From an optimization exercise on the open Yosys and OpenROAD flow, aimed at small area; shortcuts taken in it are not production practice. Only simulation tests tie the RTL to the original design; equivalence was not proved. The clock port is modelled as an ideal driver; clocking choices that lean on that would not hold on a real chip. No activity file was given, so power comes from the tool's default toggle rates.

==> flow/run.sh <==
#!/bin/bash
# Own layout flow: the standard ORFS flow (standard.sh) with two changes:
#  - synthesis maps the combinational logic with ABC's area-oriented default
#    mapping (flow/abc_map.script) instead of ORFS's delay-oriented script;
#    registers are mapped exactly as in the standard synthesis;
#  - clock tree synthesis inserts no dummy loads.
# ORFS writes each step's full log under orfs/logs/; make's output for each
# phase goes to logs/ here.
set -euo pipefail
W=$PWD
mkdir -p "$W/logs"
rm -rf "$W/scripts_mod"
cp -r "$FLOW_HOME/scripts" "$W/scripts_mod"
cp "$W/flow/abc_map.script" "$W/scripts_mod/abc_speed.script"
bash standard.sh SCRIPTS_DIR="$W/scripts_mod" synth > "$W/logs/synth.log" 2>&1
export CTS_ARGS="-sink_clustering_enable -repair_clock_nets -sink_clustering_size 20 -sink_clustering_max_diameter 45 -buf_list sky130_fd_sc_hd__clkbuf_8 -dont_use_dummy_load"
export BUFFER_PORTS_ARGS="-buffer_cell sky130_fd_sc_hd__buf_2"
bash standard.sh finish > "$W/logs/finish.log" 2>&1
==> flow/abc_map.script <==
strash
&get -n
&fraig -x
&put
scorr
dc2
strash
&get -n
&dch -f
&nf -R 1000
&put
==> standard.sh <==
#!/bin/bash
# synth_recipe.tcl (not shown) runs the flow's synth.tcl, then flattens the netlist and writes it again
# the make line also repeats each setting of config.mk as NAME=value (left out here)
make -C /OpenROAD-flow-scripts/flow DESIGN_CONFIG=/design/flow/config.mk WORK_HOME=/design/flow/orfs CLKGATE_MAP_FILE= SYNTH_SCRIPT=/design/flow/synth_recipe.tcl "${@:-finish}"
==> config.mk <==
export PLATFORM = sky130hd
export DESIGN_NAME = proj9_top
export DESIGN_NICKNAME = proj9_top
export VERILOG_FILES = /design/flow/design.v
export SDC_FILE = /design/flow/constraint.sdc
export NUM_CORES = 8
export LEC_CHECK = 0
export CAP_MARGIN = 5
export CORE_MARGIN = 2
export CORE_UTILIZATION = 70
export PLACE_DENSITY = 0.72
export SLEW_MARGIN = 5
==> constraint.sdc <==
create_clock -name core_clock -period 10.0 [get_ports {SCLK}]
set_input_delay 2.0000 -clock core_clock [delete_from_list [all_inputs] [get_ports {SCLK}]]
set_output_delay 2.0000 -clock core_clock [all_outputs]
set_load 0.01 [all_outputs]
==> design.v <==
`timescale 1ns / 1ps
module spi_interface(
	input wire	       SCLK,
	input wire	       MOSI,
	input wire	       CSN,
	input wire	       rst_n,
	input wire         tap_e,
	input wire         tap_o,
	output reg	       MISO,
	output reg	       MISO_enable,
	output wire [15:0] set_hi,
	output wire [15:0] clr_hi,
	output wire [15:0] sel_lo,
	output wire [7:0]  ra,
	output wire        rq
);
	reg [5:0]  pos;       
	reg        rw;        
	reg [7:0]  radr;      
	reg [3:0]  ph;        
	reg        done;      
	reg [3:0]  e;         
	reg [7:0]  wadr;      
	reg [6:0]  z;         
	reg        co;        
	reg [15:0] sr;        
	reg [3:0]  k;         
	reg        wact;      
	reg        cact;      
	wire start    = (pos == 6'd0 || pos == 6'd34) && !CSN;
	wire win_go   = rw && pos >= 6'd15 && pos <= 6'd30 && ph == 4'd0;
	wire rd_on    = !rw && pos >= 6'd14 && pos <= 6'd29;
	assign ra      = {radr[7:2], pos == 6'd7 ? MOSI : radr[1], pos == 6'd8 ? MOSI : radr[0]};
	assign rq      = e[3];
	wire ins_act = wact | win_go;
	wire ins_bit = sr[k];
	assign set_hi = (ins_act & ins_bit & done) ? (16'd1 << wadr[7:4]) : 16'd0;
	assign clr_hi = done ? (cact ? (16'd1 << wadr[7:4]) : 16'd0) : 16'hffff;
	assign sel_lo = done ? (16'd1 << wadr[3:0]) : 16'hffff;
	wire tap = ra[0] ? tap_o : tap_e;
	wire z0_in = (pos == 6'd7 ? tap_e : tap) & done;
	wire z1_in = (pos == 6'd8 && MOSI) ? co : z[0];
	wire rd_bit = e[2:0] == 3'd0 ? (tap & done) : z[e[2:0] - 3'd1];
	always @(posedge SCLK or negedge rst_n)
	begin
		if (rst_n == 1'b0) begin
			pos  <= 6'd0;
			ph   <= 4'd0;
			done <= 1'b0;
			wact <= 1'b0;
			cact <= 1'b0;
		end else begin
			if (start)
				pos <= 6'd1;
			else if (pos == 6'd0 || pos == 6'd34)
				pos <= 6'd0;
			else
				pos <= pos + 1'b1;
			ph <= ph + 1'b1;
			if (ph == 4'd13)
				done <= 1'b1;
			if (win_go)
				wact <= 1'b1;
			else if (ph == 4'd15)
				wact <= 1'b0;
			cact <= ins_act & !ins_bit;
		end
	end
	integer i;
	always @(posedge SCLK)
	begin
		if (start)
			rw <= MOSI;
		for (i = 0; i < 8; i = i + 1)
			if (pos == 6'd8 - i)
				radr[i] <= MOSI;
		if (pos == 6'd6)
			e <= ph;
		if (pos == 6'd14) begin
			k    <= ~ph;
			wadr <= radr;
		end
		sr <= {sr[14:0], MOSI};
		z  <= {z[5:1], z1_in, z0_in};
		co <= tap_o & done;
	end
	always @(negedge SCLK or negedge rst_n)
	begin
		if (rst_n == 1'b0) begin
			MISO        <= 1'b0;
			MISO_enable <= 1'b0;
		end else begin
			MISO_enable <= rd_on;
			MISO        <= rd_on && rd_bit;
		end
	end
endmodule  
`timescale 1ns / 1ps
module register_array(
    input wire clk,
    input wire [15:0] set_hi,     
    input wire [15:0] clr_hi,     
    input wire [15:0] sel_lo,
    input wire [7:0] ra,          
    input wire rq,                
    output wire tap_e,            
    output wire tap_o             
);
wire [7:0] rl = 8'd1 << {rq, ra[7:6]};
wire [63:0] grp;
genvar g;
generate
    for (g = 0; g < 256; g = g + 1) begin : row
        reg [15:0] ring;
        always @(posedge clk) begin
            ring[0]    <= ~(ring[15] | (set_hi[g / 16] & sel_lo[g % 16]));
            ring[1]    <= ~(ring[0]  | (clr_hi[g / 16] & sel_lo[g % 16]));
            ring[15:2] <= ring[14:1];
        end
    end
    for (g = 0; g < 64; g = g + 1) begin : grp_or
        assign grp[g] = (rl[0] & row[g      ].ring[7])  | (rl[1] & row[g +  64].ring[7])  |
                        (rl[2] & row[g + 128].ring[7])  | (rl[3] & row[g + 192].ring[7])  |
                        (rl[4] & row[g      ].ring[15]) | (rl[5] & row[g +  64].ring[15]) |
                        (rl[6] & row[g + 128].ring[15]) | (rl[7] & row[g + 192].ring[15]);
    end
endgenerate
wire [3:0] v = grp[ra[5:2] * 4 +: 4];
assign tap_e = ra[1] ? v[2] : v[0];
assign tap_o = ra[1] ? v[3] : v[1];
endmodule
`timescale 1 ns / 1 ps 
module rst_syn(
    input wire clk,
    input wire rst_n,
    output reg rst_n_syn
);
reg out1;
always @(posedge clk or negedge rst_n)
begin
    if(rst_n == 0) begin
        out1 <= 1'b0;
        rst_n_syn <= 1'b0;
    end else begin
        out1 <= 1'b1;
        rst_n_syn <= out1;
    end
end
endmodule
`timescale 1ns / 1ps
module proj9_top(
	input wire  SCLK,
	input wire  MOSI,
	input wire  CSN,
	input wire  rst_n,
	output wire MISO,
	output wire MISO_enable
);
   wire         rst_n_syn;
   wire [15:0]  set_hi;
   wire [15:0]  clr_hi;
   wire [15:0]  sel_lo;
   wire [7:0]   ra;
   wire         rq;
   wire         tap_e;
   wire         tap_o;
   spi_interface cmd_interface(
		.SCLK(SCLK),
		.MOSI(MOSI),
		.CSN(CSN),
		.rst_n(rst_n_syn),
		.tap_e(tap_e),
		.tap_o(tap_o),
		.MISO(MISO),
		.MISO_enable(MISO_enable),
		.set_hi(set_hi),
		.clr_hi(clr_hi),
		.sel_lo(sel_lo),
		.ra(ra),
		.rq(rq)
	);
   register_array regi_modu(
		.clk(SCLK),
		.set_hi(set_hi),
		.clr_hi(clr_hi),
		.sel_lo(sel_lo),
		.ra(ra),
		.rq(rq),
		.tap_e(tap_e),
		.tap_o(tap_o)
   );
   rst_syn reset_s(
		.clk(SCLK),
		.rst_n(rst_n),
		.rst_n_syn(rst_n_syn)
   );
endmodule  
==> metrics.md, run 1 <==
| Metric | Value |
|---|---|
| Outcome | complete, no violations |
| Mapped Area | between 0.08 and 0.09 mm² |
| Async set or reset register ratio after synthesis | less than 1% |
| Crit. End Element | flop |
| Die width | 362 µm |
| Hold path cells | 0 |
| Leak | ~38 nW |
| Synth Register Bits | between 4000 and 5000 |
| Post-Syn Nets | 5192 |
| R2r setup slk | between 0.4 and 0.5 ns |
| Max_slew headroom | 9.25% |
| Total Power | about 24 mW |
| DRC viols | 0 |
| Dpl cell area | ~0.093 mm² |
| Final Net Count | 5521 |
| Initial antenna violation count | 7 |
| Routed via count | 37800 |
| Post-synth EDFFs | 23 |
| Reg2reg end | cmd_interface.MISO |
| Share of cells above drive strength 1 | 6.99% |
| Final ANT Viol Nets | 0 |
| Via density per instance | approximately 5.3 |
| # setup viols final | 0 |
| WHS Endpoint | regi_modu.row[106].ring[4] |
| Critical path data required time | 5.79 ns |
| Drt pass-1 iters | 7 |
| Crit path DAT | 5.31 ns |
| Unique cell type count in the Yosys netlist | 45 |
| WS Path Type | flop to flop |
| Drt wl/cell | between 20 and 25 µm |
| Hold Buf Count CTS | 0 |
| Crit start category | flop |
| Maximum fanout along the worst path | 27 |
| Post-DP HPWL | 95900 µm |
| Final Skew | approximately 0.19 ns |
| Final instance area | a little under 0.1 mm² |
| Post-cts sizing count | 0 |
| Ys Warns | 3 |
| Fillers | ~7400 |
| I/O Buffers | 5 |
| Syn-to-layout area delta | 7.17% |
| Min-delay worst type | flop to flop |
| Clk slew on worst S/H paths | approximately 0.11 ns |
| Top FF cell, synth | dfxtp_1 |
| Hold Worst Slack | around 0.26 ns |
| GRT overflow | 0 |
| Peak VDD IR | between 0.0002 and 0.00025 V |
| RSZ-0062 raised after global routing | false |
| Insertion delay to the later sink of the worst-skew pair | around 0.96 ns |
| Number of clock buffers inserted by TritonCTS | 236 |
| Most common cell after layout, fill and taps aside | dfxtp_1 |
| Setup bufs post-CTS | 0 |
| Hold Vio Cnt, Final | 0 |
| CTS sink cnt | approximately 4200 |
| First-pass GRT wire length | between 200000 and 250000 µm |
| Reg2reg start | cmd_interface.radr[7] |
| Max_cap viols | 0 |
| DRT iter0 DRCs | between 4000 and 5000 |
| Worst slew pin tran | around 1.4 ns |
| Worst hold start | regi_modu.row[106].ring[3] |
| Total negative setup slack | 0 ns |
| Die ar. | 0.131 mm² |
| Fin. max-slew vios | 0 |
| Power per cell area | 245 mW/mm² |
| Chip Height | 362 µm |
| Gate count of the mapped netlist | just over 5000 |
| Synthesized area per cell | roughly 17 µm² |
| R2r worst-path depth | 11 |
| CTS tree | done |
| Root Buffer | clkbuf_8 |
| Vias in the first global route | about 37000 |
| Clock H-tree levels | 4 |
| Final Wtd Congestion | 0.810 |
| Total track usage | about a quarter |
| Commonest non-fill, non-tap cells in the layout | dfxtp_1, a21oi_1, clkbuf_8 |
| Initial Utilization | ~70% |
| Final wirelength | 156000 µm |
| Clock Path Buffers | 3 |
| Largest net degree at the start of global routing | 50 |
| Core Region | around 0.13 mm² |
| Rows | around 130 |
| Count of non-filler cells in the finished layout | between 7000 and 8000 |
| IO Count | 6 |
| Sequential share of the synthesized area | between 90% and 100% |
| Dpl cells | just under 7000 |
==> layer usage <==
metal | GRT usage (%) | share of wire (%)
met5 | 0 | 0
met4 | 8.14 | 3.2
met3 | 4.53 | 6.9
met2 | 34.0 | 42
met1 | 36.5 | 48
==> how the worst max path moves through the flow <==
stage | from | endpoint | slack [ns] | cells after the start
6_report | cmd_interface.radr[7] | cmd_interface.MISO | 0.47 | 11
5_1_grt | cmd_interface.radr[7] | cmd_interface.MISO | 0.28 | 11
4_1_cts | cmd_interface.radr[7] | cmd_interface.MISO | 0.46 | 11
3_5_place_dp | cmd_interface.radr[7] | cmd_interface.MISO | 0.61 | 11
3_3_place_gp | cmd_interface.radr[7] | cmd_interface.MISO | 0.72 | 11
2_1_floorplan | cmd_interface.radr[6] | cmd_interface.MISO | 0.89 | 12
==> synth_stat cells, drive strengths merged (13+ instances only) <==
master | number | area [µm²]
a22oi | 22 | 165
nand4 | 13 | 81.3
o21ai | 23 | 115
nand3 | 56 | 280
clkinv | 16 | 60.1
a21oi | 532 | 2660
nor2 | 24 | 90.1
edfxtp | 23 | 691
nand2 | 34 | 128
dfrtp | 15 | 375
dfxtp | 4122 | 82500
a221oi | 62 | 543
a222oi | 106 | 1060
a31oi | 18 | 113
nor3 | 13 | 65.1
==> report_power, final <==
part | leakage (nW) | switching, mW | internal (mW) | total (mW)
clock network | 1.70 | 4.38 | 2.12 | 6.50
logic | 2.34 | 0.256 | 0.105 | 0.361
registers | 33.6 | 0.0705 | 16.7 | 16.7
total | 37.7 | 4.71 | 18.9 | 23.6
==> metrics by stage <==
stage          utilization (%)  setup WS, ns
4_1_cts                   75.5         0.459
3_5_place_dp              73.0         0.614
3_3_place_gp              73.0         0.719
5_1_grt                   75.6         0.280
6_report                  75.6         0.471
2_1_floorplan                -         0.887
==> state kept, by name, indices dropped and copies added (netlist names), 4 cells and up <==
name,flops
cmd_interface.e,4
cmd_interface.k,4
cmd_interface.ph,4
cmd_interface.pos,6
cmd_interface.radr,8
cmd_interface.sr,16
cmd_interface.wadr,8
cmd_interface.z,7
regi_modu.row.ring,4096
==> layout make-up <==
class	count	area (µm²)	share of cell area, %
flip-flops and latches	4162	83600	86.8
multi-input cells	1000	6580	6.83
clock buffers	236	3250	3.37
well taps	1662	2080	2.16
repair buffers	91	733	0.761
inverters	16	60.1	0.0623
diodes	4	10.0	0.0104
==> critical path, cell delays in order, from the launching register on <==
cell      delay [ns]
edfxtp_1        0.62
nor3b_4         0.93
buf_4           0.56
a222oi_1        0.20
a31oi_1         0.22
a221oi_1        0.20
a311oi_1        0.73
a311oi_1        0.11
a21o_1          0.27
mux2i_1         0.20
a21boi_0        0.12
nor3b_1         0.23
==> cells by family after synthesis <==
group	Yosys count	share of synthesized area [%]
mux	9	0.187
buf+inv	16	0.0668
simple gates	174	0.977
fa+ha+maj	10	0.139
xor+xnor	6	0.0585
flops	4162	93.0
compound gates	800	5.53
other cells	1	0.00417
==> run 2: changes to the inputs <==
--- a/flow/run.sh
+++ b/flow/run.sh
@@ -1,3 +1,3 @@
 #!/bin/bash
-# Own layout flow: the standard ORFS flow (standard.sh) with two changes:
+# Own layout flow: the standard ORFS flow (standard.sh) with three changes:
 #  - synthesis maps the combinational logic with ABC's area-oriented default
@@ -5,3 +5,4 @@
 #    registers are mapped exactly as in the standard synthesis;
-#  - clock tree synthesis inserts no dummy loads.
+#  - clock tree synthesis inserts no dummy loads;
+#  - the port buffers are buf_2 cells.
 # ORFS writes each step's full log under orfs/logs/; make's output for each
@@ -17,2 +18,3 @@
 export BUFFER_PORTS_ARGS="-buffer_cell sky130_fd_sc_hd__buf_2"
+export RECOVER_POWER=100
 bash standard.sh finish > "$W/logs/finish.log" 2>&1
--- a/config.mk
+++ b/config.mk
@@ -9,4 +9,3 @@
 export CORE_MARGIN = 2
-export CORE_UTILIZATION = 70
-export PLACE_DENSITY = 0.72
+export CORE_UTILIZATION = 75
 export SLEW_MARGIN = 5
==> metrics.md, run 2 <==
| Metric | Value |
|---|---|
| Outcome | complete, but fails checks |
| SO Viols | max-capacitance violations, max-slew violations |
| Count of non-filler cells in the finished layout | 7113 (-0.81%) |
| Routed via count | 37700 (-0.10%) |
| Maximum fanout along the worst path | 33 (+22%) |
| Final Skew | 0.201 ns (+0.0141 ns) |
| Number of clock buffers inserted by TritonCTS | 235 (-0.42%) |
| Sequential share of the synthesized area | 93.0% (unchanged) |
| Power per cell area | 246 mW/mm² (+0.32%) |
| Crit start category | flop |
| Syn-to-layout area delta | 6.66% |
| Clock H-tree levels | 4 (unchanged) |
| Initial antenna violation count | 5 (-2) |
| Switching part of the total | 19.9% (-0.058 points) |
| Chip Height | 350 µm (-3.4%) |
| Die ar. | 0.123 mm² (-6.6%) |
| Number of flip-flops in the largest register | 4096 (unchanged) |
| DRC viols | 0 (unchanged) |
| Hold Vio Cnt, Final | 0 (unchanged) |
| Max_cap viols | 30 (+30) |
| Max_slew headroom | -217% (-230 points) |
| Clock Path Buffers | 3 (unchanged) |
| Reg2reg start | cmd_interface.e[3] |
| RSZ-0062 raised after global routing | false |
| R2r setup slk | 0.70 ns (+0.23 ns) |
| Async set or reset register ratio after synthesis | 0.408% (unchanged) |
| Core Region | 0.119 mm² (-6.4%) |
| CTS sink cnt | 4162 (unchanged) |
| Final Util | 80.3% (+4.8 points) |
| Final ANT Viol Nets | 0 (unchanged) |
| Critical path data required time | 5.62 ns (-0.17 ns) |
| Top-count cell post-synth | dfxtp_1 |
| Via density per instance | 5.31 (+0.71%) |
| I/O Buffers | 5 (unchanged) |
| Crit path DAT | 4.92 ns (-0.39 ns) |
| Post-DP HPWL | 98200 µm (+2.3%) |
| Root Buffer | clkbuf_8 |
| Top FF cell, synth | dfxtp_1 |
| IO Count | 6 (unchanged) |
| Dpl cells | 6874 (-0.82%) |
| Clk slew on worst S/H paths | 0.11 ns (about the same) |
| Switching power | 4.69 mW (-0.46%) |
| Share of cells above drive strength 1 | 5.77% (-1.2 points) |
| Logic gate share of total power | 1.4% (about the same) |
| Final wirelength | 157000 µm (+0.46%) |
| Gate count of the mapped netlist | 5178 (unchanged) |
| Post-cts sizing count | 0 (unchanged) |
| Vias in the first global route | 37000 (+0.87%) |
| Cell-internal power | 18.9 mW (about the same) |
| Final instance area | 0.0959 mm² (-0.48%) |
| Synth Register Bits | 4162 (unchanged) |
| GRT overflow | 0 (unchanged) |
| Initial Utilization | 75.3% (+4.8 points) |
| Min-delay worst type | flop to flop |
| WHS Endpoint | regi_modu.row[242].ring[10] |
| Peak VDD IR | 0.000173 V (-15%) |
| Most frequent cells after synthesis | dfxtp_1, a21oi_1, a222oi_1, a221oi_1, nand3_1 |
| Drt pass-1 iters | 9 (+2) |
| Clk pwr share | 27.5% (about the same) |
| Final Net Count | 5513 (-0.14%) |
| CP startpoint | cmd_interface.e[3] |
| Post-synth EDFFs | 23 (unchanged) |
| Mapped Area | 0.0899 mm² (unchanged) |
| Synth area leaders | dfxtp_1, a21oi_1, a222oi_1 |
| CTS tree | done |
| Total negative setup slack | 0 ns (unchanged) |
| First-pass GRT wire length | 228000 µm (+0.16%) |
| Drt wl/cell | 22.0 µm (+1.3%) |
| Hold Buf Count CTS | 0 (unchanged) |
| Rows | 127 (-3.1%) |
| Largest regs | regi_modu.row.ring: 4096 flops, cmd_interface.sr: 16 flops |
| R2r worst-path depth | 13 (+2) |
| Synthesized area per cell | 17.4 µm² (unchanged) |
| Fillers | 6122 (-17%) |
| Most common cell after layout, fill and taps aside | dfxtp_1 |
| Leak | 37.4 nW (-0.75%) |
| Setup bufs post-CTS | 0 (unchanged) |
| Total track usage | 25.6% (+1.9 points) |
| Final Wtd Congestion | 0.829 (+2.3%) |
| Post-synth top area share | 91.8% (unchanged) |
| Sequential Power Share | 71.0% (about the same) |
| Hold path cells | 0 (unchanged) |
| Dpl cell area | 0.0929 mm² (-0.15%) |
| Fin. max-slew vios | 635 (+635) |
| Post-Syn Nets | 5192 (unchanged) |
| DRT iter0 DRCs | 3592 (-10%) |
| WS Path Type | flop to flop |
| Worst hold start | regi_modu.row[242].ring[9] |
| Ys Warns | 3 (unchanged) |
| Largest net degree at the start of global routing | 48 (-4.0%) |
| Largest area contributor in the netlist | dfxtp_1 |
| Insertion delay to the later sink of the worst-skew pair | 0.98 ns (+0.02 ns) |
| Biggest register | regi_modu.row.ring |
| Commonest non-fill, non-tap cells in the layout | dfxtp_1, a21oi_1, clkbuf_8 |
| Unique cell type count in the Yosys netlist | 45 (unchanged) |
| Worst slew pin tran | 4.71 ns (+3.35 ns) |
| # setup viols final | 0 (unchanged) |
| Crit. End Element | flop |
| Die width | 350 µm (-3.4%) |
| Reg2reg end | cmd_interface.MISO |
==> run 2: cells by family after synthesis <==
logic type | after synthesis | synth area share (%)
DFF | 4162 | 93.0
AOI/OAI and AO/OA | 800 | 5.53
and+or+nand+nor | 174 | 0.977
buffers and inverters | 16 | 0.0668
adders and majority gates | 10 | 0.139
muxes | 9 | 0.187
xor gates and xnor gates | 6 | 0.0585
other | 1 | 0.00417
==> run 2: worst max-delay path: stages (launching register included) <==
cell and delay, ns:
edfxtp_1 0.60, and3_4 0.47, buf_4 0.32, a22oi_1 0.20
nand4_1 0.11, a21oi_1 0.15, a31oi_1 0.06, a221oi_1 0.72
nor3_1 0.27, a31oi_1 0.46, a21o_1 0.21, mux2i_1 0.09
a21boi_0 0.21, nor3b_1 0.07
==> run 2: cell type report <==
class                   instances  area (µm²)  share of cell area (%)
inverters                      16        60.1                  0.0626
clock buffers                 235        3230                    3.37
multi-input cells            1000        6420                    6.70
flip-flops and latches       4162       83600                    87.2
diodes                          4        10.0                  0.0104
repair buffers                 84         499                   0.521
well taps                    1612        2020                    2.10
==> run 2: worst max-delay path by stage <==
stage                               endpoint  slack (ns)  cells past startpoint
after floorplan           cmd_interface.MISO        0.89                     12
after global placement    cmd_interface.MISO        1.10                     13
after detailed placement  cmd_interface.MISO        0.94                     14
after CTS                 cmd_interface.MISO        0.75                     14
after global routing      cmd_interface.MISO        0.43                      9
final                     cmd_interface.MISO        0.70                     13
==> run 2: metal layers <==
metal / global-route usage, % / up-vias / wire length (µm)
li1: - / 17800 / -
met1: 38.4 / 18300 / 74100
met2: 37.7 / 1298 / 67000
met3: 4.47 / 353 / 9880
met4: 10.1 / 2 / 5590
met5: 0 / - / 12
==> run 2: through the flow <==
step	setup WS, ns	total power [mW]	hold slack [ns]
5_1_grt	0.432	24.3	0.274
4_1_cts	0.750	23.7	0.280
3_3_place_gp	1.10	17.4	0.309
3_5_place_dp	0.941	17.5	0.312
6_report	0.702	23.6	0.284
2_1_floorplan	0.887	17.3	0.187
==> run 2: power by group through the flow <==
stage	logic [mW]	registers (mW)	clock network [mW]
3_3_place_gp	0.330	17.1	0
4_1_cts	0.341	16.7	6.59
6_report	0.338	16.7	6.48
3_5_place_dp	0.339	17.1	0
2_1_floorplan	0.178	17.1	0
5_1_grt	0.359	16.8	7.16
==> run 3: changes to the inputs <==
--- a/flow/run.sh
+++ b/flow/run.sh
@@ -18,3 +18,2 @@
 export BUFFER_PORTS_ARGS="-buffer_cell sky130_fd_sc_hd__buf_2"
-export RECOVER_POWER=100
 bash standard.sh finish > "$W/logs/finish.log" 2>&1
==> metrics.md, run 3 <==
| Metric | Value |
|---|---|
| RSZ-0062 raised after global routing | false |
| Share of cells above drive strength 1 | 6.95% (+1.2 points) |
| Total track usage | 25.6% (unchanged) |
| Worst slew pin tran | 1.26 ns (-3.45 ns) |
| Most common cell on crit path | a31oi_1 |
| Chip Height | 350 µm (unchanged) |
| Biggest register | regi_modu.row.ring |
| Register area | 0.0836 mm² (unchanged) |
| Largest regs | regi_modu.row.ring: 4096 flops, cmd_interface.sr: 16 flops |
| GRT overflow | 0 (unchanged) |
| Total negative setup slack | 0 ns (unchanged) |
| Async set or reset register ratio after synthesis | 0.408% (unchanged) |
| Hold Buf Count CTS | 0 (unchanged) |
| Crit path DAT | 5.00 ns (+0.08 ns) |
| Clock Path Buffers | 3 (unchanged) |
| Final ANT Viol Nets | 0 (unchanged) |
| CTS tree | done |
| Top-count cell post-synth | dfxtp_1 |
| Synthesized area per cell | 17.4 µm² (unchanged) |
| Crit start category | flop |
| Power per cell area | 245 mW/mm² (-0.23%) |
| Max_slew headroom | 15.7% (+230 points) |
| Fillers | 6047 (-1.2%) |
| Critical path cell sequence | and3_4 -> buf_4 -> a22oi_1 -> nand4_1 -> a21oi_1 -> a31oi_1 -> a221oi_1 -> nor3_1 -> a31oi_1 -> a21o_1 -> mux2i_1 -> a21boi_0 -> nor3b_1 |
| Final Skew | 0.203 ns (+0.00152 ns) |
| Synth Register Bits | 4162 (unchanged) |
| Multi-input combinational cell area | 0.00660 mm² (+2.8%) |
| Synth area leaders | dfxtp_1, a21oi_1, a222oi_1 |
| Final Wtd Congestion | 0.829 (unchanged) |
| Insertion delay to the later sink of the worst-skew pair | 0.98 ns (about the same) |
| Maximum fanout along the worst path | 33 (unchanged) |
| Max_cap viols | 0 (-100%) |
| First-pass GRT wire length | 228000 µm (unchanged) |
| Post-DP HPWL | 98200 µm (unchanged) |
| Fin. max-slew vios | 0 (-100%) |
| Initial Utilization | 75.3% (unchanged) |
| Critical path data required time | 5.61 ns (about the same) |
| Post-cts sizing count | 0 (unchanged) |
| Drt pass-1 iters | 9 (unchanged) |
| Root Buffer | clkbuf_8 |
| Min-delay worst type | flop to flop |
| Final wirelength | 157000 µm (+0.17%) |
| Crit-path leading delay family | compound AO/OA/AOI/OAI gates |
| Rows | 127 (unchanged) |
| Post-synth top area share | 91.8% (unchanged) |
| Crit. End Element | flop |
| Syn-to-layout area delta | 7.02% |
| # setup viols final | 0 (unchanged) |
| Via density per instance | 5.30 (-0.18%) |
| Count of non-filler cells in the finished layout | 7113 (unchanged) |
| I/O Buffers | 5 (unchanged) |
| Crit path largest cell delay | 0.75 ns (+0.03 ns) |
| Largest net degree at the start of global routing | 48 (unchanged) |
| Ys Warns | 3 (unchanged) |
| CP max-delay cell | a221oi_1 |
| Drt wl/cell | 22.0 µm (+0.17%) |
| WS Path Type | flop to flop |
| Die ar. | 0.123 mm² (unchanged) |
| Post-Syn Nets | 5192 (unchanged) |
| Peak VDD IR | 0.000174 V (+0.62%) |
| Post-synth EDFFs | 23 (unchanged) |
| CTS sink cnt | 4162 (unchanged) |
| Unique cell type count in the Yosys netlist | 45 (unchanged) |
| Clk slew on worst S/H paths | 0.11 ns (about the same) |
| Mapped Area | 0.0899 mm² (unchanged) |
| Vias in the first global route | 37000 (unchanged) |
| Routed via count | 37700 (-0.18%) |
| Number of clock buffers inserted by TritonCTS | 235 (unchanged) |
| Die width | 350 µm (unchanged) |
| Largest area contributor in the netlist | dfxtp_1 |
| Dpl cells | 6874 (unchanged) |
| Top FF cell, synth | dfxtp_1 |
| IO Count | 6 (unchanged) |
| Most common cell after layout, fill and taps aside | dfxtp_1 |
| Sequential share of the synthesized area | 93.0% (unchanged) |
| Setup bufs post-CTS | 0 (unchanged) |
| Leak | 37.6 nW (+0.62%) |
| Commonest non-fill, non-tap cells in the layout | dfxtp_1, a21oi_1, clkbuf_8 |
| Initial antenna violation count | 5 (unchanged) |
| Critical path buffer and inverter count | 1 (unchanged) |
| DRT iter0 DRCs | 3526 (-1.8%) |
| Outcome | complete, no violations |
| Number of flip-flops in the largest register | 4096 (unchanged) |
| Hold Vio Cnt, Final | 0 (unchanged) |
| Gate count of the mapped netlist | 5178 (unchanged) |
| Most frequent cells after synthesis | dfxtp_1, a21oi_1, a222oi_1, a221oi_1, nand3_1 |
| Core Region | 0.119 mm² (unchanged) |
| Final Net Count | 5513 (unchanged) |
| Clock H-tree levels | 4 (unchanged) |
| DRC viols | 0 (unchanged) |
run 3: layout make-up:
type	instances	share of cell area, %
flip-flops and latches	4162	86.9
multi-input cells	1000	6.86
clock buffers	235	3.36
well taps	1612	2.10
repair buffers	84	0.668
inverters	16	0.0624
diodes	4	0.0104
run 3: cell families (layout without fill, tap and decap cells):
| family | count (synthesis) | count (layout) | share of synthesized area [%] |
|---|---|---|---|
| compound gates | 800 | 800 | 5.53 |
| xor+xnor | 6 | 6 | 0.0585 |
| fa+ha+maj | 10 | 10 | 0.139 |
| buf+inv | 16 | 335 | 0.0668 |
| flops | 4162 | 4162 | 93.0 |
| mux | 9 | 9 | 0.187 |
| other cells | 1 | 5 | 0.00417 |
| simple gates | 174 | 174 | 0.977 |
run 3: power breakdown:
part           total (mW)  switching [mW]  internal, mW
sequential           16.7          0.0720          16.7
clock                6.50            4.39          2.11
combinational       0.347           0.245         0.102
total                23.6            4.70          18.9
run 3: final timing paths:
path	start	to	slack, ns	depth (start not counted)
max	cmd_interface.e[3]	cmd_interface.MISO	0.61	13
min	regi_modu.row[242].ring[9]	regi_modu.row[242].ring[10]	0.28	0
max reg2reg	cmd_interface.e[3]	cmd_interface.MISO	0.61	13
min reg2reg	regi_modu.row[242].ring[9]	regi_modu.row[242].ring[10]	0.28	0
max in group asynchronous	reset_s.rst_n_syn	cmd_interface.MISO	4.02	0
min in group asynchronous	reset_s.rst_n_syn	cmd_interface.pos[5]	0.38	0
run 3: per-stage QoR:
step / setup WS, ns / util, % / area (µm²) / hold slack [ns] / power (mW)
CTS: 0.750 / 80.6 / 96200 / 0.280 / 23.7
global placement: 1.10 / 77.9 / 92900 / 0.309 / 17.4
finish: 0.615 / 80.6 / 96200 / 0.282 / 23.6
detailed placement: 0.941 / 77.9 / 92900 / 0.312 / 17.5
global route: 0.635 / 80.6 / 96200 / 0.274 / 24.3
floorplan: 0.887 / - / 89900 / 0.187 / 17.3
run 3: routing by layer:
layer | global-route usage, % | vias to the layer above | share of wire (%)
li1 | - | 17800 | -
met1 | 38.4 | 18300 | 48
met2 | 37.7 | 1217 | 43
met3 | 4.47 | 357 | 5.9
met4 | 10.1 | 2 | 3.5
met5 | 0 | - | 0.0077
==> run 4: changes to the inputs <==
--- a/flow/run.sh
+++ b/flow/run.sh
@@ -18,2 +18,4 @@
 export BUFFER_PORTS_ARGS="-buffer_cell sky130_fd_sc_hd__buf_2"
+export RECOVER_POWER=100
+export POST_GLOBAL_ROUTE_TCL="$W/flow/post_grt.tcl"
 bash standard.sh finish > "$W/logs/finish.log" 2>&1
==> flow/post_grt.tcl (new file) <==
# Sourced by ORFS's global_route.tcl at its end (POST_GLOBAL_ROUTE_TCL): after
# power recovery has downsized non-critical cells, repair max slew and max
# capacitance again, legalize, and route the changed nets incrementally.
global_route -start_incremental
estimate_parasitics -global_routing
repair_design_helper
detailed_placement
global_route -end_incremental
estimate_parasitics -global_routing
report_check_types -max_slew -max_capacitance
==> metrics.md, run 4 <==
| Metric | Value |
|---|---|
| Mux contribution to synthesized area | 0.187% (unchanged) |
| Hold path cells | 0 (unchanged) |
| DRT iter0 DRCs | 3551 (+0.71%) |
| Power per cell area | 245 mW/mm² (about the same) |
| Post-synth top area share | 91.8% (unchanged) |
| I/O Buffers | 5 (unchanged) |
| Share of cells above drive strength 1 | 6.58% (-0.37 points) |
| Mapped Area | 0.0899 mm² (unchanged) |
| Die width | 350 µm (unchanged) |
| Fin. max-slew vios | 16 (+16) |
| Vias in the first global route | 37000 (unchanged) |
| CTS sink cnt | 4162 (unchanged) |
| Top-count cell post-synth | dfxtp_1 |
| Critical path data required time | 5.62 ns (about the same) |
| Peak VDD IR | 0.000173 V (-0.63%) |
| Crit. End Element | flop |
| Post-synth EDFFs | 23 (unchanged) |
| Synthesized area per cell | 17.4 µm² (unchanged) |
| Die ar. | 0.123 mm² (unchanged) |
| Max_slew headroom | -0.283% (-16 points) |
| R2r worst-path depth | 13 (unchanged) |
| Insertion delay to the later sink of the worst-skew pair | 0.98 ns (about the same) |
| Hold Worst Slack | 0.285 ns (+0.00292 ns) |
| Xor/xnor share of the synthesized area | 0.0585% (unchanged) |
| Hold Buf Count CTS | 0 (unchanged) |
| Gate count of the mapped netlist | 5178 (unchanged) |
| Most common cell after layout, fill and taps aside | dfxtp_1 |
| SO Viols | max-capacitance violations, max-slew violations |
| Top FF cell, synth | dfxtp_1 |
| WS Path Type | flop to flop |
| Setup bufs post-CTS | 0 (unchanged) |
| Clock Path Buffers | 3 (unchanged) |
| Total track usage | 25.6% (unchanged) |
| IO Count | 6 (unchanged) |
| Syn-to-layout area delta | 7.10% (about the same) |
| Maximum fanout along the worst path | 33 (unchanged) |
| Largest regs | regi_modu.row.ring: 4096 flops, cmd_interface.sr: 16 flops |
| Post-DP HPWL | 98200 µm (unchanged) |
| Number of flip-flops in the largest register | 4096 (unchanged) |
| Total negative setup slack | 0 ns (unchanged) |
| Final Wtd Congestion | 0.829 (unchanged) |
| Ys Warns | 3 (unchanged) |
| Simple-Gate Fraction of Synth Area | 0.977% (unchanged) |
| Post-synthesis compound-gate area fraction | 5.53% (unchanged) |
| Number of clock buffers inserted by TritonCTS | 235 (unchanged) |
| Rows | 127 (unchanged) |
| Initial Utilization | 75.3% (unchanged) |
| Hold Vio Cnt, Final | 0 (unchanged) |
| GRT overflow | 0 (unchanged) |
| Final ANT Viol Nets | 0 (unchanged) |
| Initial antenna violation count | 5 (unchanged) |
| Min-delay worst type | flop to flop |
| Unique cell type count in the Yosys netlist | 45 (unchanged) |
| Via density per instance | 5.30 (+0.11%) |
| Clock H-tree levels | 4 (unchanged) |
| First-pass GRT wire length | 228000 µm (unchanged) |
| Routed via count | 37800 (+0.38%) |
| Max_cap viols | 1 (+1) |
| Most frequent cells after synthesis | dfxtp_1, a21oi_1, a222oi_1, a221oi_1, nand3_1 |
| Outcome | complete, but fails checks |
| Leak | 37.6 nW (about the same) |
| Post-Syn Nets | 5192 (unchanged) |
| Root Buffer | clkbuf_8 |
| Worst slew pin tran | 1.50 ns (+0.241 ns) |
| Post-cts sizing count | 0 (unchanged) |
| Final wirelength | 157000 µm (+0.40%) |
| Adder-cell share of the synthesized area | 0.139% (unchanged) |
| Clk slew on worst S/H paths | 0.11 ns (about the same) |
| Async set or reset register ratio after synthesis | 0.408% (unchanged) |
| Chip Height | 350 µm (unchanged) |
| Main combinational cell family by area after synthesis | compound AO/OA/AOI/OAI gates |
| Core Region | 0.119 mm² (unchanged) |
| Biggest register | regi_modu.row.ring |
| Largest area contributor in the netlist | dfxtp_1 |
| Crit path DAT | 4.97 ns (-0.03 ns) |
| Largest net degree at the start of global routing | 48 (unchanged) |
| Synth Register Bits | 4162 (unchanged) |
| CTS tree | done |
| Synth area leaders | dfxtp_1, a21oi_1, a222oi_1 |
| Commonest non-fill, non-tap cells in the layout | dfxtp_1, a21oi_1, clkbuf_8 |
| Sequential share of the synthesized area | 93.0% (unchanged) |
| Crit start category | flop |
| Final Net Count | 5531 (+0.33%) |
| Drt wl/cell | 22.1 µm (+0.13%) |
| DRC viols | 0 (unchanged) |
| Drt pass-1 iters | 9 (unchanged) |
| # setup viols final | 0 (unchanged) |
| Final Skew | 0.204 ns (+0.00111 ns) |
## run 4: cell counts after synthesis
Identical to the previous run, type by type.
## run 4: worst paths after layout
kind	slack, ns	to	start
max reg2reg	0.64	cmd_interface.MISO	cmd_interface.e[3]
min in group asynchronous	0.40	cmd_interface.pos[5]	reset_s.rst_n_syn
min reg2reg	0.28	regi_modu.row[51].ring[2]	regi_modu.row[51].ring[1]
max	0.64	cmd_interface.MISO	cmd_interface.e[3]
min	0.28	regi_modu.row[51].ring[2]	regi_modu.row[51].ring[1]
max in group asynchronous	3.97	cmd_interface.MISO	reset_s.rst_n_syn
## run 4: routing by layer
metal  up-vias  track usage (%)  share of wire [%]
li1      17800                -                  -
met1     18400             38.4                 48
met2      1263             37.7                 43
met3       363             4.47                5.9
met4         2             10.1                3.7
met5         -                0             0.0076
## run 4: cell families after synthesis
| logic type | count (synthesis) |
|---|---|
| buffers and inverters | 16 |
| AOI/OAI and AO/OA | 800 |
| DFF | 4162 |
| adders and majority gates | 10 |
| muxes | 9 |
| xor gates and xnor gates | 6 |
| and+or+nand+nor | 174 |
| other | 1 |
## run 4: metrics by stage
| step | total power [mW] | instances | worst slack [ns] | area, µm² | utilization (%) |
|---|---|---|---|---|---|
| after floorplan | 17.3 | 5178 | 0.887 | 89900 | - |
| after global placement | 17.4 | 6874 | 1.10 | 92900 | 77.9 |
| after detailed placement | 17.5 | 6874 | 0.941 | 92900 | 77.9 |
| after CTS | 23.7 | 7109 | 0.750 | 96200 | 80.6 |
| final | 23.6 | 7132 | 0.645 | 96300 | 80.7 |
## run 4: power breakdown
group	internal (mW)	total [mW]	switching, mW
registers	16.7	16.7	0.0715
clock network	2.11	6.50	4.39
logic	0.104	0.349	0.245
total	18.9	23.6	4.71
## run 4: critical path, stage by stage (launching register included)
cell	delay, ns
edfxtp_1	0.61
and3_4	0.48
buf_4	0.33
a22oi_1	0.21
nand4_1	0.11
a21oi_1	0.15
a31oi_1	0.06
a221oi_1	0.74
nor3_1	0.28
a31oi_1	0.47
a21o_1	0.21
mux2i_1	0.09
a21boi_0	0.21
nor3b_1	0.07
## run 4: layout make-up
type,count,area [µm²]
Sequential cell,4162,83600
Fill cell,6054,23100
Multi-Input combinational cell,1000,6470
Clock buffer,235,3230
Tap cell,1612,2020
Timing Repair Buffer,102,847
Inverter,16,60.1
Antenna cell,5,12.5
==> run 5: changes to the inputs <==
==> flow/run.sh (replaced) <==
#!/bin/bash
# Own layout flow: the standard ORFS flow (standard.sh) with two changes:
#  - synthesis maps the combinational logic with ABC's area-oriented default
#    mapping (flow/abc_map.script) instead of ORFS's delay-oriented script;
#    registers are mapped exactly as in the standard synthesis;
#  - clock tree synthesis uses buf_6 leaf buffers and inserts no dummy loads;
#    flow/post_cts.tcl then upsizes the leaf buffers whose flip-flop clock
#    pins would see too slow a slew.
# ORFS writes each step's full log under orfs/logs/; make's output for each
# phase goes to logs/ here.
set -euo pipefail
W=$PWD
mkdir -p "$W/logs"
rm -rf "$W/scripts_mod"
cp -r "$FLOW_HOME/scripts" "$W/scripts_mod"
cp "$W/flow/abc_map.script" "$W/scripts_mod/abc_speed.script"
bash standard.sh SCRIPTS_DIR="$W/scripts_mod" synth > "$W/logs/synth.log" 2>&1
export CTS_ARGS="-sink_clustering_enable -repair_clock_nets -sink_clustering_size 18 -sink_clustering_max_diameter 42 -buf_list sky130_fd_sc_hd__buf_6 -dont_use_dummy_load"
export POST_CTS_TCL="$W/flow/post_cts.tcl"
bash standard.sh finish > "$W/logs/finish.log" 2>&1
==> flow/abc_map.script (replaced) <==
strash
&get -n
&fraig -x
&put
scorr
dc2
strash
&get -n
&dch -f
&nf
&put
==> flow/post_cts.tcl (new file) <==
# Sourced by ORFS's cts.tcl after clock tree synthesis (POST_CTS_TCL).
# Upsizes each clock-tree leaf buffer whose worst flip-flop clock-pin slew,
# estimated from placement, is above a threshold, then legalizes again.
proc clk_leaf_upsize { thr bigger } {
  set_propagated_clock [all_clocks]
  estimate_parasitics -placement
  set n 0
  foreach inst [get_cells -filter "ref_name =~ sky130_fd_sc_hd__buf_*"] {
    set out [get_pins -of_objects $inst -filter "direction==output"]
    set net [get_nets -of_objects $out]
    set w 0
    set clk 0
    foreach ld [get_pins -of_objects $net -filter "direction==input"] {
      if { [get_name $ld] eq "CLK" || [get_name $ld] eq "CLK_N" } {
        set clk 1
        foreach p {slew_max_rise slew_max_fall} {
          set w [expr { max($w, [get_property $ld $p]) }]
        }
      }
    }
    if { $clk && $w > $thr } {
      replace_cell $inst $bigger
      incr n
    }
  }
  puts "clk_leaf_upsize: $n leaf buffers upsized to $bigger"
}

clk_leaf_upsize 0.115 sky130_fd_sc_hd__buf_8
detailed_placement
check_placement -verbose
estimate_parasitics -placement
removed: flow/post_grt.tcl
==> metrics.md, run 5 <==
| Metric | Value |
|---|---|
| Worst slew pin tran | 1.32 ns (-0.180 ns) |
| Maximum fanout along the worst path | 33 (unchanged) |
| Routed via count | 38400 (+1.5%) |
| DRC viols | 0 (unchanged) |
| Crit path DAT | 4.97 ns (about the same) |
| Largest net degree at the start of global routing | 65 (+35%) |
| Logic gate share of total power | 1.6% (about the same) |
| Critical path data required time | 5.77 ns (+0.15 ns) |
| Cell-internal power | 19.0 mW (+0.82%) |
| Final WS setup | 0.802 ns (+0.158 ns) |
| Async set or reset register ratio after synthesis | 0.408% (unchanged) |
| I/O Buffers | 5 (unchanged) |
| Leak | 37.7 nW (+0.16%) |
| Min-delay worst type | flop to async pin |
| Final Wtd Congestion | 0.814 (-1.8%) |
| # setup viols final | 0 (unchanged) |
| Synth area leaders | dfxtp_1, a21oi_1, a222oi_1 |
| Final wirelength | 160000 µm (+1.6%) |
| DRT iter0 DRCs | 3456 (-2.7%) |
| Power per cell area | 249 mW/mm² (+1.7%) |
| Total Power | 24.0 mW (+1.7%) |
| Top-count cell post-synth | dfxtp_1 |
| CTS sink cnt | 4162 (unchanged) |
| Register area | 0.0836 mm² (unchanged) |
| Sequential share of the synthesized area | 93.0% (about the same) |
| Hold Vio Cnt, Final | 0 (unchanged) |
| Share of cells above drive strength 1 | 7.67% (+1.1 points) |
| Fin. max-slew vios | 0 (-16) |
| Most frequent cells after synthesis | dfxtp_1, a21oi_1, a222oi_1, a221oi_1, nand3_1 |
| RSZ-0062 raised after global routing | false |
| Largest regs | regi_modu.row.ring: 4096 flops, cmd_interface.sr: 16 flops |
| Peak VDD IR | 0.000182 V (+4.9%) |
| Die width | 350 µm (about the same) |
| Most common cell after layout, fill and taps aside | dfxtp_1 |
| Clk slew on worst S/H paths | 0.11 ns (about the same) |
| Post-synth EDFFs | 23 (unchanged) |
| Final instance area | 0.0963 mm² (about the same) |
| Total negative setup slack | 0 ns (unchanged) |
| Crit. End Element | flop |
| Final Skew | 0.214 ns (+0.00967 ns) |
| Chip Height | 350 µm (about the same) |
| WS Path Type | flop to flop |
| Max_cap viols | 0 (-1) |
| GRT overflow | 0 (unchanged) |
| IO Count | 6 (unchanged) |
| Clk pwr share | 28.7% (+1.1 points) |
| CTS tree | done |
| Mapped Area | 0.0899 mm² (about the same) |
| Vias in the first global route | 38300 (+3.6%) |
| Unique cell type count in the Yosys netlist | 53 (+18%) |
| Outcome | complete, no violations |
| Post-Syn Nets | 5190 (-0.039%) |
| Initial Utilization | 75.3% (about the same) |
| First-pass GRT wire length | 234000 µm (+2.7%) |
| Drt pass-1 iters | 10 (+1) |
| Top FF cell, synth | dfxtp_1 |
| Max_slew headroom | 11.6% (+12 points) |
| Die ar. | 0.123 mm² (about the same) |
| Final ANT Viol Nets | 0 (unchanged) |
| Via density per instance | 5.36 (+1.0%) |
| Rows | 127 (unchanged) |
| Initial antenna violation count | 5 (unchanged) |
| Final Util | 80.6% (about the same) |
| Number of flip-flops in the largest register | 4096 (unchanged) |
| Final Net Count | 5567 (+0.65%) |
| Largest area contributor in the netlist | dfxtp_1 |
| Switching part of the total | 20.7% (+0.72 points) |
| Ys Warns | 3 (unchanged) |
| Switching power | 4.96 mW (+5.4%) |
| Insertion delay to the later sink of the worst-skew pair | 0.95 ns (-0.03 ns) |
| Multi-input combinational cell area | 0.00660 mm² (+2.1%) |
| Post-synth top area share | 91.7% (about the same) |
| Synthesized area per cell | 17.4 µm² (about the same) |
| Core Region | 0.119 mm² (+0.13%) |
| Fillers | 6274 (+3.6%) |
| Synth Register Bits | 4162 (unchanged) |
| Pre-CTS WS | 0.711 ns (-0.230 ns) |
| Gate count of the mapped netlist | 5176 (-0.039%) |
| Commonest non-fill, non-tap cells in the layout | dfxtp_1, a21oi_1, buf_6 |
| Post-DP HPWL | 93600 µm (-4.7%) |
| Crit start category | flop |
| Syn-to-layout area delta | 7.08% (about the same) |
| Sequential Power Share | 69.7% (-1.3 points) |
| Total track usage | 26.2% (+0.63 points) |
| Dpl cell area | 0.0930 mm² (+0.11%) |
| Drt wl/cell | 22.3 µm (+1.1%) |
| Biggest register | regi_modu.row.ring |
run 5: cell count changes after synthesis, moves of 3 or more:
cell | previous run | this run
nand3_1 | 56 | 46
a221oi_1 | 62 | 54
a31o_1 | 0 | 5
a22o_1 | 1 | 5
a311oi_1 | 5 | 1
clkinv_1 | 16 | 20
o21ai_0 | 23 | 19
a31oi_1 | 18 | 15
and4_1 | 1 | 4
nand4_1 | 13 | 10
nor3_1 | 13 | 10
o211ai_1 | 2 | 5
o311ai_0 | 1 | 4
run 5: critical path, cell delays in order (launching register included):
cell	delay, ns
edfxtp_1	0.59
and3b_4	0.96
buf_4	0.39
a22oi_1	0.11
and4_1	0.20
a311oi_1	0.73
o221ai_1	0.30
o211ai_1	0.20
a21oi_1	0.12
a211oi_1	0.27
o311a_1	0.18
run 5: worst paths after layout:
kind | start | end | slack, ns | depth (start not counted)
hold reg to reg | reset_s.rst_n_syn | cmd_interface.ph[3] | 0.24 | 1
max in group asynchronous | reset_s.rst_n_syn | cmd_interface.MISO | 4.37 | 1
setup reg to reg | cmd_interface.e[3] | cmd_interface.MISO | 0.80 | 10
min in group core_clock | regi_modu.row[25].ring[10] | regi_modu.row[25].ring[11] | 0.29 | 0
setup / recovery | cmd_interface.e[3] | cmd_interface.MISO | 0.80 | 10
hold / removal | reset_s.rst_n_syn | cmd_interface.ph[3] | 0.24 | 1
run 5: logic make-up after synthesis:
logic type / synth area share (%)
AND/OR/NAND/NOR: 0.926
other: 0.00417
flip-flops: 93.0
multiplexers: 0.174
XOR/XNOR: 0.0584
adder cells (fa/ha/maj): 0.139
AO/OA/AOI/OAI: 5.63
buffers and inverters: 0.0835
run 5: power by group through the flow:
stage / Clock, mW / Sequential, mW / Combinational, mW
after floorplan: 0 / 17.1 / 0.181
after global placement: 0 / 17.1 / 0.361
after detailed placement: 0 / 17.1 / 0.370
after global routing: 7.60 / 16.7 / 0.398
final: 6.88 / 16.7 / 0.380
run 5: final cells by class:
cell class              count  share of cell area [%]
well taps                1612                    2.09
clock buffers             288                    3.39
inverters                  20                  0.0779
diodes                      1                 0.00260
flip-flops and latches   4162                    86.8
repair buffers             87                   0.743
multi-input cells         994                    6.86
run 5: metrics by stage:
stage / instances / hold slack [ns]
2_1_floorplan: 5176 / 0.187
3_3_place_gp: 6875 / 0.246
6_report: 7164 / 0.245
3_5_place_dp: 6875 / 0.235
5_1_grt: 7164 / 0.282
run 5: per-layer routing:
layer / track usage [%] / vias up / share of wire, % / wire [µm]
li1: - / 18000 / - / -
met4: 10.4 / 0 / 3.3 / 5340
met1: 38.6 / 18600 / 47 / 74900
met5: 0 / - / 0 / 0
met2: 39.7 / 1384 / 44 / 70500
met3: 4.18 / 407 / 5.7 / 9120
